Source: an optimization exercise on an open RTL-to-GDS flow (aim: small area and a short achievable clock period). Production flows keep margins and buffers that such runs may drop.
Where RTL was checked, it was by simulation tests only, not by an equivalence proof against the original.
Power and IR drop assume default switching activity.

==> flow/design.v <==
`timescale 1ns / 1ps
module conv (
input [4:0] stride,
input  conv_enable,
output reg [18:0] address1,
output [18:0] address2,
output reg [18:0] write_address,
output end_reach,
output reg full_conv_end, dot_sum_end,
input clk,
input reset,
input [9:0] w1 ,h1,w2,h2,
output reg [9:0] width, height
  );
wire [9:0] w2s = {4'b0, w2[5:0]};
wire [9:0] h2s = {4'b0, h2[5:0]};
reg [4:0]  sR;
reg [9:0]  Km;        
reg        K1;        
reg        w2is1;     
reg        h2is1;     
reg        sis1;      
reg [6:0]  CS1;       
function [9:0] sub10;
  input [9:0] a, b;
  reg [10:0] g, p, q;
  integer i, d;
  begin
    g[0] = 1'b1; p[0] = 1'b0;             
    for (i = 0; i < 10; i = i + 1) begin
      g[i+1] = a[i] & ~b[i];
      p[i+1] = a[i] ^ ~b[i];
    end
    q = p;
    for (d = 1; d < 11; d = d * 2)
      for (i = 10; i >= 1; i = i - 1)
        if (i >= d) begin
          g[i] = g[i] | (p[i] & g[i-d]);
          p[i] = p[i] & p[i-d];
        end
    for (i = 0; i < 10; i = i + 1)
      sub10[i] = q[i+1] ^ g[i];
  end
endfunction
always @(posedge clk) begin
  sR     <= stride;
  Km     <= sub10(w1, w2s);
  K1     <= (w1 == w2s);
  w2is1  <= (w2s == 10'd1);
  h2is1  <= (h2s == 10'd1);
  sis1   <= (stride == 5'd1);
  CS1    <= {1'b0, h2[5:0]} + 7'd2 - {2'b0, stride};
end
reg [5:0]  hc;              
reg        wrapF;           
reg [5:0]  vc;              
reg        vclF;            
reg        capF;            
reg [9:0]  P;               
reg        LC;              
reg        Hz;              
reg        HL;              
reg [9:0]  RL;              
reg [9:0]  VL;              
reg [9:0]  Vp1;             
reg [18:0] win_base;        
reg [18:0] nrb;             
reg [11:0] a2;              
assign end_reach = 1'b0;
assign address2 = {7'b0, a2};
wire        go      = conv_enable && !full_conv_end;
wire        wrap    = wrapF;
wire        win_end = wrapF && vclF;
wire        row_end = win_end && LC;
wire        cap     = wrapF && Hz && capF;
wire [18:0] a1_inc  = address1 + 19'd1;
wire [18:0] a1_wv   = address1 + {9'b0, Km} + 19'd1;
wire [18:0] a1_bs   = win_base + {14'b0, sR};
wire [18:0] nrb_cur = cap ? a1_wv : nrb;
wire [18:0] a1_n    = row_end ? nrb_cur :
                      win_end ? a1_bs :
                      wrap    ? a1_wv : a1_inc;
wire [9:0]  P_s     = P + {5'b0, sR};
wire [9:0]  P_n     = row_end ? {5'b0, sR} : P_s;
wire [9:0]  VLs     = VL - {5'b0, sR};
wire [9:0]  RL_n    = row_end ? VLs :
                      win_end ? VL :
                      wrap    ? RL - 10'd1 : RL;
wire        RL1     = (RL == 10'd1);
wire        Hz_n    = row_end || (Hz && !win_end);
wire        HL_n    = row_end ? K1 : win_end ? (P == Km) : HL;
wire        fce_n   = (wrap && !win_end && Hz && RL1) ||
                      (row_end && VL == {5'b0, sR});
wire        hgt_n   = (!wrap && hc == 6'd2 && HL && RL1) ||
                      (wrap && !win_end && w2is1 && HL && RL == 10'd2) ||
                      (win_end && !LC && w2is1 && P == Km && VL == 10'd1) ||
                      (row_end && w2is1 && K1 && VL == 10'd2);    
wire [9:0]  Vp1_n   = row_end ? Vp1 + {5'b0, sR} : Vp1;
always @(posedge clk) begin
  if (reset) begin
    hc <= w2[5:0]; wrapF <= (w2s == 10'd1);
    vc <= h2[5:0]; vclF <= (h2s == 10'd1);
    capF <= (stride == 5'd1);
    P <= {5'b0, stride};
    Hz <= 1'b1; HL <= (w1 == w2s);
    RL <= h1; VL <= h1; Vp1 <= 10'd1;
    win_base <= 0;
    address1 <= 0; a2 <= 0; write_address <= 0;
    dot_sum_end <= 0; full_conv_end <= 0;
    width <= 0; height <= 0;
  end else if (conv_enable) begin
    dot_sum_end <= go && win_end;
    if (go) begin
      hc <= wrap ? w2[5:0] : hc - 6'd1;
      wrapF <= wrap ? w2is1 : (hc == 6'd2);
      if (win_end) begin
        vc <= h2[5:0]; vclF <= h2is1; capF <= sis1;
      end else if (wrap) begin
        vc <= vc - 6'd1; vclF <= (vc == 6'd2); capF <= ({1'b0, vc} == CS1);
      end
      if (win_end) P <= P_n;
      Hz <= Hz_n; HL <= HL_n;
      RL <= RL_n; Vp1 <= Vp1_n;
      if (row_end) VL <= VLs;
      address1 <= a1_n;
      if (win_end) win_base <= a1_n;
      a2 <= win_end ? 12'd0 : a2 + 12'd1;
      if (win_end) write_address <= write_address + 19'd1;
      if (row_end) width <= P;
      if (fce_n) full_conv_end <= 1'b1;
      if (hgt_n) height <= Vp1_n;
    end
  end
end
always @(posedge clk) begin
  if (cap) nrb <= a1_wv;
end
wire LC_n = P_n > Km;
wire LC_h = P > Km;
always @(posedge clk) begin
  if (reset) LC <= (w1 == 10'd1);
  else LC <= (go && win_end) ? LC_n : LC_h;
end
endmodule
clock: 11.0 ns
lec_check: 0
cap_margin: 20
core_margin: 2
core_utilization: 40
slew_margin: 20
standard.sh (not shown) runs the stock make flow with config.mk's settings and CLKGATE_MAP_FILE= SYNTH_SCRIPT=/design/flow/synth_recipe.tcl, a recipe that flattens the netlist after the stock synthesis.
==> flow/flow/run.sh <==
#!/bin/bash
set -euo pipefail
cd "$(dirname "$0")/.."
bash standard.sh SETUP_SLACK_MARGIN=7.8 "BUFFER_PORTS_ARGS=-buffer_cell sky130_fd_sc_hd__buf_2" finish > flow_make.log 2>&1
The baseline finished with timing, DRC and antenna clean.
==> next run, changes <==
--- a/flow/design.v
+++ b/flow/design.v
@@ -13,6 +13,4 @@
 output reg [9:0] width, height
   );
-wire [9:0] w2s = {4'b0, w2[5:0]};
-wire [9:0] h2s = {4'b0, h2[5:0]};
 reg [4:0]  sR;
 reg [9:0]  Km;        
@@ -22,31 +20,10 @@
 reg        sis1;      
 reg [6:0]  CS1;       
-function [9:0] sub10;
-  input [9:0] a, b;
-  reg [10:0] g, p, q;
-  integer i, d;
-  begin
-    g[0] = 1'b1; p[0] = 1'b0;             
-    for (i = 0; i < 10; i = i + 1) begin
-      g[i+1] = a[i] & ~b[i];
-      p[i+1] = a[i] ^ ~b[i];
-    end
-    q = p;
-    for (d = 1; d < 11; d = d * 2)
-      for (i = 10; i >= 1; i = i - 1)
-        if (i >= d) begin
-          g[i] = g[i] | (p[i] & g[i-d]);
-          p[i] = p[i] & p[i-d];
-        end
-    for (i = 0; i < 10; i = i + 1)
-      sub10[i] = q[i+1] ^ g[i];
-  end
-endfunction
 always @(posedge clk) begin
   sR     <= stride;
-  Km     <= sub10(w1, w2s);
-  K1     <= (w1 == w2s);
-  w2is1  <= (w2s == 10'd1);
-  h2is1  <= (h2s == 10'd1);
+  Km     <= w1 - w2;
+  K1     <= (w1 == w2);
+  w2is1  <= (w2 == 10'd1);
+  h2is1  <= (h2 == 10'd1);
   sis1   <= (stride == 5'd1);
   CS1    <= {1'b0, h2[5:0]} + 7'd2 - {2'b0, stride};
@@ -95,13 +72,13 @@
                       (wrap && !win_end && w2is1 && HL && RL == 10'd2) ||
                       (win_end && !LC && w2is1 && P == Km && VL == 10'd1) ||
-                      (row_end && w2is1 && K1 && VL == 10'd2);    
+                      (row_end && w2is1 && K1 && VLs == 10'd1);
 wire [9:0]  Vp1_n   = row_end ? Vp1 + {5'b0, sR} : Vp1;
 always @(posedge clk) begin
   if (reset) begin
-    hc <= w2[5:0]; wrapF <= (w2s == 10'd1);
-    vc <= h2[5:0]; vclF <= (h2s == 10'd1);
+    hc <= w2[5:0]; wrapF <= (w2 == 10'd1);
+    vc <= h2[5:0]; vclF <= (h2 == 10'd1);
     capF <= (stride == 5'd1);
     P <= {5'b0, stride};
-    Hz <= 1'b1; HL <= (w1 == w2s);
+    Hz <= 1'b1; HL <= (w1 == w2);
     RL <= h1; VL <= h1; Vp1 <= 10'd1;
     win_base <= 0;
The new run produced a clean layout.
Setup slack is worse by 0.11 ns.
Register-to-register slack is worse by 0.02 ns.
Flip-flop and latch count stays the same.
Routed wire length climbs by a few percent.
First-iteration DRC count drops slightly.
Cell area climbs by a few percent.
Fmax drops by a few percent.
Critical path depth drops by 1.
Synthesized cell count climbs by a few percent.
Synthesized area climbs by a few percent.
Via count climbs by a little under a tenth.

========
Starts from the design.v that is shown in full above.
Settings: LEC_CHECK=0, CAP_MARGIN=20, CORE_MARGIN=2, CORE_UTILIZATION=40, SLEW_MARGIN=20; clock period 11.0 ns.
==> flow/flow/run.sh <==
#!/bin/bash
set -euo pipefail
cd "$(dirname "$0")/.."
bash standard.sh SETUP_SLACK_MARGIN=7.6 "BUFFER_PORTS_ARGS=-buffer_cell sky130_fd_sc_hd__buf_2" finish > flow_make.log 2>&1
Rerun with:
--- a/flow/design.v
+++ b/flow/design.v
@@ -19,9 +19,9 @@
 reg        K1;        
 reg        w2is1;     
 reg        h2is1;     
 reg        sis1;      
-reg [6:0]  CS1;       
+reg [5:0]  h2R;       
 function [9:0] sub10;
   input [9:0] a, b;
   reg [10:0] g, p, q;
   integer i, d;
@@ -48,9 +48,9 @@
   K1     <= (w1 == w2s);
   w2is1  <= (w2s == 10'd1);
   h2is1  <= (h2s == 10'd1);
   sis1   <= (stride == 5'd1);
-  CS1    <= {1'b0, h2[5:0]} + 7'd2 - {2'b0, stride};
+  h2R    <= h2[5:0];
 end
 reg [5:0]  hc;              
 reg        wrapF;           
 reg [5:0]  vc;              
@@ -59,9 +59,8 @@
 reg [9:0]  P;               
 reg        LC;              
 reg        Hz;              
 reg        HL;              
-reg [9:0]  RL;              
 reg [9:0]  VL;              
 reg [9:0]  Vp1;             
 reg [18:0] win_base;        
 reg [18:0] nrb;             
@@ -72,28 +71,28 @@
 wire        wrap    = wrapF;
 wire        win_end = wrapF && vclF;
 wire        row_end = win_end && LC;
 wire        cap     = wrapF && Hz && capF;
-wire [18:0] a1_inc  = address1 + 19'd1;
-wire [18:0] a1_wv   = address1 + {9'b0, Km} + 19'd1;
+wire [9:0]  a1_off  = wrap ? Km : 10'd0;
+wire [19:0] a1_sum  = {address1, 1'b1} + {9'b0, a1_off, 1'b1};
+wire [18:0] a1_adv  = a1_sum[19:1];
 wire [18:0] a1_bs   = win_base + {14'b0, sR};
-wire [18:0] nrb_cur = cap ? a1_wv : nrb;
+wire [18:0] nrb_cur = cap ? a1_adv : nrb;
 wire [18:0] a1_n    = row_end ? nrb_cur :
-                      win_end ? a1_bs :
-                      wrap    ? a1_wv : a1_inc;
+                      win_end ? a1_bs : a1_adv;
 wire [9:0]  P_s     = P + {5'b0, sR};
 wire [9:0]  P_n     = row_end ? {5'b0, sR} : P_s;
 wire [9:0]  VLs     = VL - {5'b0, sR};
-wire [9:0]  RL_n    = row_end ? VLs :
-                      win_end ? VL :
-                      wrap    ? RL - 10'd1 : RL;
-wire        RL1     = (RL == 10'd1);
+wire [9:0]  VLvc    = VL + {4'b0, vc};
+wire [6:0]  h2p1    = {1'b0, h2R} + 7'd1;
+wire        RL1     = (VLvc == {3'b0, h2p1});
+wire        RL2     = (VLvc == {3'b0, h2p1} + 10'd1);
 wire        Hz_n    = row_end || (Hz && !win_end);
 wire        HL_n    = row_end ? K1 : win_end ? (P == Km) : HL;
 wire        fce_n   = (wrap && !win_end && Hz && RL1) ||
                       (row_end && VL == {5'b0, sR});
 wire        hgt_n   = (!wrap && hc == 6'd2 && HL && RL1) ||
-                      (wrap && !win_end && w2is1 && HL && RL == 10'd2) ||
+                      (wrap && !win_end && w2is1 && HL && RL2) ||
                       (win_end && !LC && w2is1 && P == Km && VL == 10'd1) ||
                       (row_end && w2is1 && K1 && VL == 10'd2);    
 wire [9:0]  Vp1_n   = row_end ? Vp1 + {5'b0, sR} : Vp1;
 always @(posedge clk) begin
@@ -102,9 +101,9 @@
     vc <= h2[5:0]; vclF <= (h2s == 10'd1);
     capF <= (stride == 5'd1);
     P <= {5'b0, stride};
     Hz <= 1'b1; HL <= (w1 == w2s);
-    RL <= h1; VL <= h1; Vp1 <= 10'd1;
+    VL <= h1; Vp1 <= 10'd1;
     win_base <= 0;
     address1 <= 0; a2 <= 0; write_address <= 0;
     dot_sum_end <= 0; full_conv_end <= 0;
     width <= 0; height <= 0;
@@ -115,13 +114,13 @@
       wrapF <= wrap ? w2is1 : (hc == 6'd2);
       if (win_end) begin
         vc <= h2[5:0]; vclF <= h2is1; capF <= sis1;
       end else if (wrap) begin
-        vc <= vc - 6'd1; vclF <= (vc == 6'd2); capF <= ({1'b0, vc} == CS1);
+        vc <= vc - 6'd1; vclF <= (vc == 6'd2); capF <= ({1'b0, vc} + {2'b0, sR} == h2p1 + 7'd1);
       end
       if (win_end) P <= P_n;
       Hz <= Hz_n; HL <= HL_n;
-      RL <= RL_n; Vp1 <= Vp1_n;
+      Vp1 <= Vp1_n;
       if (row_end) VL <= VLs;
       address1 <= a1_n;
       if (win_end) win_base <= a1_n;
       a2 <= win_end ? 12'd0 : a2 + 12'd1;
@@ -132,9 +131,9 @@
     end
   end
 end
 always @(posedge clk) begin
-  if (cap) nrb <= a1_wv;
+  if (cap) nrb <= a1_adv;
 end
 wire LC_n = P_n > Km;
 wire LC_h = P > Km;
 always @(posedge clk) begin
The new run went through all stages and came out clean.
Wire length falls by 8.3%.
Final area falls by 3.1%.
Die area fell by 4.8%.
Worst hold slack gets worse by 0.0076 ns.
Count of clock-buffer cells in the layout came out lower by 2.

========
Starts from the design.v that is shown in full above.
==> flow/config.mk <==
export PLATFORM = sky130hd
export DESIGN_NAME = conv
export DESIGN_NICKNAME = conv
export VERILOG_FILES = /design/flow/design.v
export SDC_FILE = /design/flow/constraint.sdc
export NUM_CORES = 4
export LEC_CHECK = 0
export CAP_MARGIN = 20
export CORE_MARGIN = 2
export CORE_UTILIZATION = 40
export SLEW_MARGIN = 20
==> flow/constraint.sdc <==
create_clock -name core_clock -period 11.0 [get_ports {clk}]
set_input_delay 2.2000 -clock core_clock [delete_from_list [all_inputs] [get_ports {clk}]]
set_output_delay 2.2000 -clock core_clock [all_outputs]
set_load 0.01 [all_outputs]
==> flow/flow/run.sh <==
#!/bin/bash
set -euo pipefail
cd "$(dirname "$0")/.."
bash standard.sh SETUP_SLACK_MARGIN=7.7 "BUFFER_PORTS_ARGS=-buffer_cell sky130_fd_sc_hd__buf_2" finish > flow_make.log 2>&1
==> next run, changes <==
--- a/flow/design.v
+++ b/flow/design.v
@@ -19,9 +19,9 @@
 reg        K1;        
 reg        w2is1;     
 reg        h2is1;     
 reg        sis1;      
-reg [6:0]  CS1;       
+reg [5:0]  h2R;       
 function [9:0] sub10;
   input [9:0] a, b;
   reg [10:0] g, p, q;
   integer i, d;
@@ -48,9 +48,9 @@
   K1     <= (w1 == w2s);
   w2is1  <= (w2s == 10'd1);
   h2is1  <= (h2s == 10'd1);
   sis1   <= (stride == 5'd1);
-  CS1    <= {1'b0, h2[5:0]} + 7'd2 - {2'b0, stride};
+  h2R    <= h2[5:0];
 end
 reg [5:0]  hc;              
 reg        wrapF;           
 reg [5:0]  vc;              
@@ -59,9 +59,8 @@
 reg [9:0]  P;               
 reg        LC;              
 reg        Hz;              
 reg        HL;              
-reg [9:0]  RL;              
 reg [9:0]  VL;              
 reg [9:0]  Vp1;             
 reg [18:0] win_base;        
 reg [18:0] nrb;             
@@ -82,18 +81,18 @@
                       wrap    ? a1_wv : a1_inc;
 wire [9:0]  P_s     = P + {5'b0, sR};
 wire [9:0]  P_n     = row_end ? {5'b0, sR} : P_s;
 wire [9:0]  VLs     = VL - {5'b0, sR};
-wire [9:0]  RL_n    = row_end ? VLs :
-                      win_end ? VL :
-                      wrap    ? RL - 10'd1 : RL;
-wire        RL1     = (RL == 10'd1);
+wire [9:0]  VLvc    = VL + {4'b0, vc};
+wire [6:0]  h2p1    = {1'b0, h2R} + 7'd1;
+wire        RL1     = (VLvc == {3'b0, h2p1});
+wire        RL2     = (VLvc == {3'b0, h2p1} + 10'd1);
 wire        Hz_n    = row_end || (Hz && !win_end);
 wire        HL_n    = row_end ? K1 : win_end ? (P == Km) : HL;
 wire        fce_n   = (wrap && !win_end && Hz && RL1) ||
                       (row_end && VL == {5'b0, sR});
 wire        hgt_n   = (!wrap && hc == 6'd2 && HL && RL1) ||
-                      (wrap && !win_end && w2is1 && HL && RL == 10'd2) ||
+                      (wrap && !win_end && w2is1 && HL && RL2) ||
                       (win_end && !LC && w2is1 && P == Km && VL == 10'd1) ||
                       (row_end && w2is1 && K1 && VL == 10'd2);    
 wire [9:0]  Vp1_n   = row_end ? Vp1 + {5'b0, sR} : Vp1;
 always @(posedge clk) begin
@@ -102,9 +101,9 @@
     vc <= h2[5:0]; vclF <= (h2s == 10'd1);
     capF <= (stride == 5'd1);
     P <= {5'b0, stride};
     Hz <= 1'b1; HL <= (w1 == w2s);
-    RL <= h1; VL <= h1; Vp1 <= 10'd1;
+    VL <= h1; Vp1 <= 10'd1;
     win_base <= 0;
     address1 <= 0; a2 <= 0; write_address <= 0;
     dot_sum_end <= 0; full_conv_end <= 0;
     width <= 0; height <= 0;
@@ -115,13 +114,13 @@
       wrapF <= wrap ? w2is1 : (hc == 6'd2);
       if (win_end) begin
         vc <= h2[5:0]; vclF <= h2is1; capF <= sis1;
       end else if (wrap) begin
-        vc <= vc - 6'd1; vclF <= (vc == 6'd2); capF <= ({1'b0, vc} == CS1);
+        vc <= vc - 6'd1; vclF <= (vc == 6'd2); capF <= ({1'b0, vc} + {2'b0, sR} == h2p1 + 7'd1);
       end
       if (win_end) P <= P_n;
       Hz <= Hz_n; HL <= HL_n;
-      RL <= RL_n; Vp1 <= Vp1_n;
+      Vp1 <= Vp1_n;
       if (row_end) VL <= VLs;
       address1 <= a1_n;
       if (win_end) win_base <= a1_n;
       a2 <= win_end ? 12'd0 : a2 + 12'd1;
Result: Fmax goes down by a few percent. Register-to-register slack is worse by 0.08 ns. Via count goes down slightly. Global-route usage hardly moves. Clock power goes up by a few percent. Total power goes up by a few percent. Non-clock buffer count goes up by 3. First-iteration DRC count goes up by a quarter to a third. Setup slack is worse by 0.15 ns. Clock skew goes down by 0.0032 ns. Core utilization goes up by 1.3 points. Critical path depth goes down by 5. Hold slack is worse by 0.015 ns.
For the second run of this note, only the layout was checked, not whether the RTL still works.

-- re-timing with driven ports --
Ports are ideal in the flow. The routed layouts listed here were re-timed in OpenROAD.
Step 1 sets driving cells, clkbuf_16 on the clock port and buf_2 on the other inputs (assumed; they add their load-dependent delay and slew).
Step 2 also shifts input and output timing later by t, the mid clock arrival at the registers, as if the neighbouring blocks saw the same clock.
Slacks: no drivers / after step 1 / after step 2; pairs: no drivers / after step 1.
| run | shift t [ns] | slack for setup (ns) | hold WS [ns] | slew at the worst register clock pin (ns) |
|---|---|---|---|---|
| the first run of note 1 | 0.481 | 7.654 / 7.663 / 7.182 | 0.456 / 0.456 / 0.456 | 0.08 / 0.08 |
| the second run of note 1 | 0.500 | 7.540 / 7.532 / 7.032 | 0.455 / 0.455 / 0.455 | 0.08 / 0.08 |
| the first run of note 2 | 0.481 | 7.641 / 7.627 / 7.167 | 0.454 / 0.454 / 0.454 | 0.08 / 0.08 |
| the second run of note 2 | 0.484 | 7.633 / 7.586 / 7.198 | 0.447 / 0.447 / 0.447 | 0.08 / 0.08 |
| the first run of note 3 | 0.475 | 7.700 / 7.693 / 7.267 | 0.457 / 0.457 / 0.457 | 0.08 / 0.08 |
| the second run of note 3 | 0.486 | 7.548 / 7.550 / 7.064 | 0.442 / 0.442 / 0.442 | 0.08 / 0.08 |
After both steps setup and hold are still met in every run listed. For the second run of note 1, which loses most, drivers alone change the setup slack by -0.008 ns; drivers and shift together by -0.508 ns.
